What follows belongs to an exercise in optimizing a design on an open flow for small area; a production flow would make more cautious choices.
Only simulation tests tie the RTL to the original design; equivalence was not proved.
No activity file was given, so power comes from the tool's default toggle rates.

### flow/design.v
`timescale 1ns / 1ps
module uart_parity_gen #(
    parameter WIDTH = 32
)(
    input  wire [WIDTH-1:0] data,
    input  wire parity_even_n,   
    output wire parity_bit
);
    wire even_parity = ^data; 
    assign parity_bit = (parity_even_n) ? ~even_parity : even_parity;
endmodule
`timescale 1ns / 1ps
module uart_baud_gen #(
    parameter CLK_FREQ = 32000000,        
    parameter BAUD_RATE = 115200          
)(
    input  wire clk,
    input  wire rst_n,
    output reg  baud_tick
);
    localparam integer BAUD_DIV = (CLK_FREQ + BAUD_RATE/2) / BAUD_RATE;
    reg [31:0] count;
    always @(posedge clk or negedge rst_n) begin
        if (!rst_n) begin
            count <= 0;
            baud_tick <= 1'b0;
        end else begin
            if (count >= BAUD_DIV-1) begin
                count <= 0;
                baud_tick <= 1'b1;    
            end else begin
                count <= count + 1;
                baud_tick <= 1'b0;
            end
        end
    end
endmodule
`timescale 1ns / 1ps
module uart_tx #(
    parameter WIDTH = 32
)(
    input  wire       clk,
    input  wire       rst_n,
    input  wire       tx_start,            
    input  wire [WIDTH-1:0] tx_data,       
    input  wire       parity_even_n,       
    input  wire       baud_tick,           
    output reg        tx_line,             
    output reg        tx_busy              
);
    localparam [2:0] IDLE=3'd0, START=3'd1, DATA=3'd2, PARITY=3'd3, STOP=3'd4;
    reg [2:0] state;
    reg [5:0] tx_bit_count;          
    reg       parity_bit; 
    reg [WIDTH-1:0] data_buf;       
    wire calc_parity;
    uart_parity_gen #(.WIDTH(WIDTH)) PARITY_GEN (
        .data(data_buf),
        .parity_even_n(parity_even_n),
        .parity_bit(calc_parity)
    );
    always @(posedge clk or negedge rst_n) begin
        if (!rst_n) begin
            state <= IDLE;
            tx_line <= 1'b1;        
            tx_busy <= 1'b0;
            tx_bit_count <= 0;
            data_buf <= {WIDTH{1'b0}};
            parity_bit <= 1'b0;
        end else begin
            case (state)
            IDLE: begin
                tx_line <= 1'b1;
                tx_busy <= 1'b0;
                tx_bit_count <= 0;
                if (tx_start) begin
                    data_buf <= tx_data;
                    parity_bit <= (^tx_data) ^ parity_even_n;   
                    tx_busy <= 1'b1;
                    state <= START;
                end
            end
            START: begin
                if (baud_tick) begin
                    tx_line <= 1'b0;
                    state <= DATA;
                    tx_bit_count <= 0;
                end
            end
            DATA: begin
                if (baud_tick) begin
                    tx_line <= data_buf[0];                
                    data_buf <= {1'b0, data_buf[WIDTH-1:1]};   
                    tx_bit_count <= tx_bit_count + 1;
                    if (tx_bit_count == WIDTH-1) begin
                        state <= PARITY;
                    end
                end
            end
            PARITY: begin
                if (baud_tick) begin
                    tx_line <= parity_bit;   
                    state <= STOP;
                end
            end
            STOP: begin
                if (baud_tick) begin
                    tx_line <= 1'b1;    
                    state <= IDLE;
                    tx_busy <= 1'b0;
                end
            end
            default: state <= IDLE;
            endcase
        end
    end
endmodule
`timescale 1ns / 1ps
module uart_rx #(
    parameter WIDTH = 32
)(
    input  wire       clk,
    input  wire       rst_n,
    input  wire       rx_line,         
    input  wire       parity_even_n,   
    input  wire       rx_clear,        
    output reg  [WIDTH-1:0] rx_data,   
    output reg        rx_ready,        
    output reg        parity_error,    
    output reg        framing_error    
);
    localparam [2:0] RX_IDLE   = 3'd0,
                     RX_START  = 3'd1,
                     RX_DATA   = 3'd2,
                     RX_PARITY = 3'd3,
                     RX_STOP   = 3'd4;
    reg [2:0] state;
    reg [5:0] rx_bit_count;
    reg [15:0] baud_count;   
    localparam integer CLK_FREQ = 32000000;
    localparam integer BAUD_RATE = 115200;
    localparam integer BAUD_DIV = (CLK_FREQ + BAUD_RATE/2) / BAUD_RATE;   
    wire expected_parity;
    assign expected_parity = (^rx_data) ^ parity_even_n;
    always @(posedge clk or negedge rst_n) begin
        if (!rst_n) begin
            state <= RX_IDLE;
            rx_bit_count <= 0;
            baud_count <= 0;
            rx_data <= {WIDTH{1'b0}};
            rx_ready <= 1'b0;
            parity_error <= 1'b0;
            framing_error <= 1'b0;
        end else begin
            case (state)
            RX_IDLE: begin
                rx_ready <= 1'b0;
                parity_error <= 1'b0;
                framing_error <= 1'b0;
                rx_bit_count <= 0;
                if (rx_line == 1'b0) begin   
                    baud_count <= (BAUD_DIV >> 1);   
                    state <= RX_START;
                end
                if (rx_clear)
                    rx_ready <= 1'b0;
            end
            RX_START: begin
                if (baud_count > 0)
                    baud_count <= baud_count - 1;
                else begin
                    if (rx_line == 1'b0) begin
                        baud_count <= BAUD_DIV - 1; 
                        rx_bit_count <= 0;
                        state <= RX_DATA;
                    end else begin
                        state <= RX_IDLE;
                    end
                end
            end
            RX_DATA: begin
                if (baud_count > 0)
                    baud_count <= baud_count - 1;
                else begin
                    rx_data[rx_bit_count] <= rx_line;   
                    rx_bit_count <= rx_bit_count + 1;
                    if (rx_bit_count == WIDTH - 1) begin
                        baud_count <= BAUD_DIV - 1;
                        state <= RX_PARITY;
                    end else begin
                        baud_count <= BAUD_DIV - 1;
                    end
                end
            end
            RX_PARITY: begin
                if (baud_count > 0)
                    baud_count <= baud_count - 1;
                else begin
                    if (rx_line != expected_parity) 
                        parity_error <= 1'b1;
                    baud_count <= BAUD_DIV - 1;
                    state <= RX_STOP;
                end
            end
            RX_STOP: begin
                if (baud_count > 0)
                    baud_count <= baud_count - 1;
                else begin
                    if (rx_line != 1'b1)
                        framing_error <= 1'b1;
                    rx_ready <= 1'b1;
                    state <= RX_IDLE;
                end
            end
            default: state <= RX_IDLE;
            endcase
        end
    end
endmodule
`timescale 1ns / 1ps
module uart_full_duplex_32bit #(
    parameter CLK_FREQ = 32000000,
    parameter BAUD_RATE = 115200
)(
    input  wire        clk,
    input  wire        rst_n,
    input  wire        tx_start,
    input  wire [31:0] tx_data,
    output wire        tx_busy,
    output wire [31:0] rx_data,
    output wire        rx_ready,
    input  wire        rx_clear,
    input  wire        parity_even_n,    
    output wire        uart_tx,    
    input  wire        uart_rx,    
    output wire        parity_error,
    output wire        framing_error
);
    wire baud_tick;
    uart_baud_gen #(.CLK_FREQ(CLK_FREQ), .BAUD_RATE(BAUD_RATE)) BAUDGEN (
        .clk(clk), .rst_n(rst_n), .baud_tick(baud_tick)
    );
    uart_tx #(.WIDTH(32)) TX (
        .clk(clk), .rst_n(rst_n),
        .tx_start(tx_start), .tx_data(tx_data),
        .parity_even_n(parity_even_n),
        .baud_tick(baud_tick),
        .tx_line(uart_tx),
        .tx_busy(tx_busy)
    );
    uart_rx #(.WIDTH(32)) RX (
        .clk(clk), .rst_n(rst_n),
        .rx_line(uart_rx),
        .parity_even_n(parity_even_n),
        .rx_clear(rx_clear),
        .rx_data(rx_data),
        .rx_ready(rx_ready),
        .parity_error(parity_error),
        .framing_error(framing_error)
    );
endmodule
### flow/run.sh
#!/bin/bash
# synth_recipe.tcl (not shown) runs the flow's synth.tcl, then flattens the netlist and writes it again
# the make line also repeats each setting of config.mk as NAME=value (left out here)
make -C /OpenROAD-flow-scripts/flow DESIGN_CONFIG=/design/flow/config.mk WORK_HOME=/design/flow/orfs CLKGATE_MAP_FILE= SYNTH_SCRIPT=/design/flow/synth_recipe.tcl finish
### flow/config.mk
export PLATFORM = sky130hd
export DESIGN_NAME = uart_full_duplex_32bit
export DESIGN_NICKNAME = uart_full_duplex_32bit
export VERILOG_FILES = /design/flow/design.v
export SDC_FILE = /design/flow/constraint.sdc
export NUM_CORES = 4
export LEC_CHECK = 0
export CAP_MARGIN = 20
export CORE_MARGIN = 2
export CORE_UTILIZATION = 40
export SLEW_MARGIN = 20
### flow/constraint.sdc
create_clock -name core_clock -period 10.0 [get_ports {clk}]
set_input_delay 2.0000 -clock core_clock [delete_from_list [all_inputs] [get_ports {clk}]]
set_output_delay 2.0000 -clock core_clock [all_outputs]
set_load 0.01 [all_outputs]
==> impl_metrics.yaml <==
run_status:
  status: "timing/DRC/antenna clean"
grt:
  track_usage: 0.1797
  grt_pass1_wl_um: 25670
  grt_max_degree: 78
  grt-ovfl-total: 0
  antenna_found_initial: 0
  grt_pass1_vias: 5170
layout:
  layout_commonest_cell: "dfrtp_1"
  fillers: 1510
  multi_input_area_um2: 3318
  n_antenna_cell: 0
  layout_common_cells: "dfrtp_1, clkdlybuf4s50_1, nand2_1"
  final_area_um2: 8523
  seqCellArea_um2: 3430
  area_growth_pct: 24.24
  nNetsFinal: 810
  drive_above_1_share: 0.07742
clocking:
  cts_tree: "done"
  cts_made_buffers: 17
  clock-sinks: 137
  clk_pin_slew_ns: 0.06
  clock_latency_ns: 0.42
  cts_hold_buffers: 0
  postCtsSetupRepairBufs: 0
  cts_root_buf: "clkbuf_16"
  post_cts_resized: 0
  cts_max_level: 4
  clockBufferDepth: 2
synth:
  netlist_instances: 673
  synth.distinct_cells: 57
  synth_top_family_by_area: "simple AND/OR/NAND/NOR gates"
  async_flop_share: 1.000
  synthAdderAreaFrac: 0.01970
  synth-xor-area-share: 0.1100
  ys_seq_area_frac: 0.4999
  synth-compound-area-share: 0.1229
  ys_warn_count: 3
  ys.flop_type: "dfrtp_1"
  synth_seq_cells: 137
  synth.area.mux_share: 0.06292
  syn_area_per_cell_um2: 10.19
  synth-simple-area-share: 0.1532
  synth_edf_count: 0
  synth_area_um2: 6860
drt:
  drc: 0
  viasPerCell: 5.096
  drt-initial-drc-count: 310
  ant_nets: 0
  wire_per_inst_um: 15.37
  first_pass_iters: 4
  drt_wl_total_um: 15300
  num_vias: 5071
setup_path:
  crit_type: "input pin to flip-flop"
  timing.critical_path.required_ns: 10.26
  worstSetupStartpointType: "input pin"
  critPathCaptureType: "flip-flop"
  arrival_ns: 4.21
  crit_fanout: 16
placed_design:
  place_congestion: 0.8372
  portBuffers: 73
  place_area_um2: 7838
  post-place-ws_ns: 5.625
  hpwl_um: 10820
power:
  power_uw: 1812
  pwr-share-seq: 0.388
  p_per_area_nw_per_um2: 212.5
  switching_share: 0.2789
  p_clk_frac: 0.399
  p_leak_uw: 0.003462
  ir_worst_vdd_mv: 0.1418
  combPwrFrac: 0.213
  p_int_uw: 1306
  power.switching_uw: 505.3
die:
  core-area_um2: 16700
  rows: 47
  dieHeight_um: 135.0
  io_pins: 75
  die_width_um: 135.0
  start_util: 0.4108
  die_area_um2: 18210
sta:
  hold_slack_ns: 0.4790
  worst_pin_slew_ns: 0.9646
  slew_violations: 0
  setup_violations: 0
  fin_skew_ns: 0.005769
  rsz0062_at_grt: "no"
  fmax_mhz: 253.4
  period_minus_slack_ns: 3.947
  setup_ws_ns: 6.053
  tns_ns: 0
  hold_viol_final: 0
  relSlewSlack: 0.3570
  fin_crit_sh: 0.3947
job:
  cap_violations: 0
hold_path:
  min_path_type: "flip-flop to flip-flop"
cell families after synthesis:
| logic type | count (synthesis) |
|---|---|
| multiplexers | 42 |
| other | 1 |
| adder cells (fa/ha/maj) | 11 |
| flip-flops | 137 |
| XOR/XNOR | 83 |
| buffers and inverters | 44 |
| AO/OA/AOI/OAI | 148 |
| AND/OR/NAND/NOR | 207 |
layout make-up:
cell class	count	area share
Clock buffer	20	0.05476
Clock inverter	12	0.02569
Inverter	16	0.007046
Multi-Input combinational cell	514	0.3893
Sequential cell	137	0.4024
Tap cell	220	0.03230
Timing Repair Buffer	76	0.08852
worst max-delay path, cell delays in order:
cell             delay (ns)
clkdlybuf4s50_1        0.77
and2b_2                0.43
o22ai_1                0.56
o21ai_0                0.20
nand2_1                0.13
o221ai_1               0.12
synth_stat cells, types with 2 or more instances:
master / n / area [um2]
dfrtp_1: 136 / 3403
nand2_1: 70 / 262.8
xnor2_1: 66 / 578.1
o21ai_0: 62 / 310.3
nor2_1: 55 / 206.5
o21ai_1: 40 / 200.2
mux2i_1: 33 / 330.3
a21oi_1: 18 / 90.09
inv_1: 16 / 60.06
xor2_1: 15 / 131.4
clkbuf_1: 14 / 52.55
nor4_1: 13 / 81.33
ha_1: 10 / 125.1
nand4_1: 10 / 62.56
nor3_1: 10 / 50.05
nand3_1: 9 / 45.04
buf_2: 7 / 35.03
mux2_1: 7 / 78.83
and2_1: 6 / 37.54
nand3_2: 6 / 60.06
buf_6: 5 / 56.30
a21o_1: 4 / 30.03
a22o_1: 4 / 35.03
a31oi_1: 4 / 25.02
and4_1: 3 / 26.28
nand2b_1: 3 / 18.77
nor2b_1: 3 / 18.77
or2_2: 3 / 18.77
a311oi_1: 2 / 17.52
a32o_1: 2 / 20.02
and2_2: 2 / 15.01
and3_1: 2 / 12.51
buf_1: 2 / 7.510
mux2_2: 2 / 22.52
nor3_2: 2 / 20.02
o22ai_1: 2 / 12.51
o31ai_1: 2 / 15.01
o41ai_1: 2 / 17.52
or3_1: 2 / 12.51
xnor3_1: 2 / 45.04
registers in the layout, indices dropped and copies added, names as in the netlist, 3 cells and up:
signal,flops
BAUDGEN.count,32
RX.baud_count,16
RX.rx_bit_count,6
RX.rx_data,32
RX.state,3
TX.data_buf,32
TX.state,3
TX.tx_bit_count,6
stage by stage:
stage,util,std cells
2_1_floorplan,-,695
3_3_place_gp,0.4693,963
3_5_place_dp,0.4693,963
4_1_cts,0.5103,995
5_1_grt,0.5103,995
6_report,0.5103,995
final timing paths:
check                                       from                end  slack, ns  cells after the start
worst max-delay path                     uart_rx   RX.baud_count[7]       6.05                      6
min in group asynchronous                  rst_n    TX.data_buf[12]       1.54                      1
worst max register to register  RX.baud_count[0]     RX.rx_data[20]       7.08                      8
worst min register to register   TX.data_buf[30]    TX.data_buf[30]       0.48                      2
worst min-delay path             TX.data_buf[30]    TX.data_buf[30]       0.48                      2
max in group asynchronous                  rst_n  BAUDGEN.count[12]       7.08                      2
power groups by stage:
stage          combinational, uW  clock [uW]  sequential [uW]
3_3_place_gp                 379           0              709
3_5_place_dp                 391           0              714
2_1_floorplan                302           0              694
6_report                     386         722              703
5_1_grt                      438         767              717
4_1_cts                      393         737              704
layer usage:
layer / global-route usage / part of all wire / routed length, um / vias up
li1: - / - / - / 2500
met2: 0.2769 / 0.45 / 6833 / 120
met4: 0.05845 / 0.018 / 271 / 0
met1: 0.2397 / 0.47 / 7196 / 2427
met3: 0.06044 / 0.065 / 996 / 24
met5: 0 / 0 / 0 / -

[port drivers added, routing unchanged]
How much do the figures lean on ideal ports? The routed layout below was timed once more, with nothing changed but the port constraints.
Step 1 sets driving cells, clkbuf_16 on the clock port and buf_2 on the other inputs (assumed; they add their load-dependent delay and slew).
Step 2 also shifts input and output timing later by t, the mid clock arrival at the registers, as if the neighbouring blocks saw the same clock.
Slacks: no drivers / after step 1 / after step 2; pairs: no drivers / after step 1.
shift t [ns]: 0.459
setup slack, ns: 6.053 / 6.072 / 5.613
worst hold slack (ns): 0.479 / 0.479 / 0.479
slew at the worst register clock pin (ns): 0.06 / 0.06
After both steps this run still meets setup and hold. For this run, drivers alone change the setup slack by +0.019 ns; drivers and shift together by -0.440 ns.
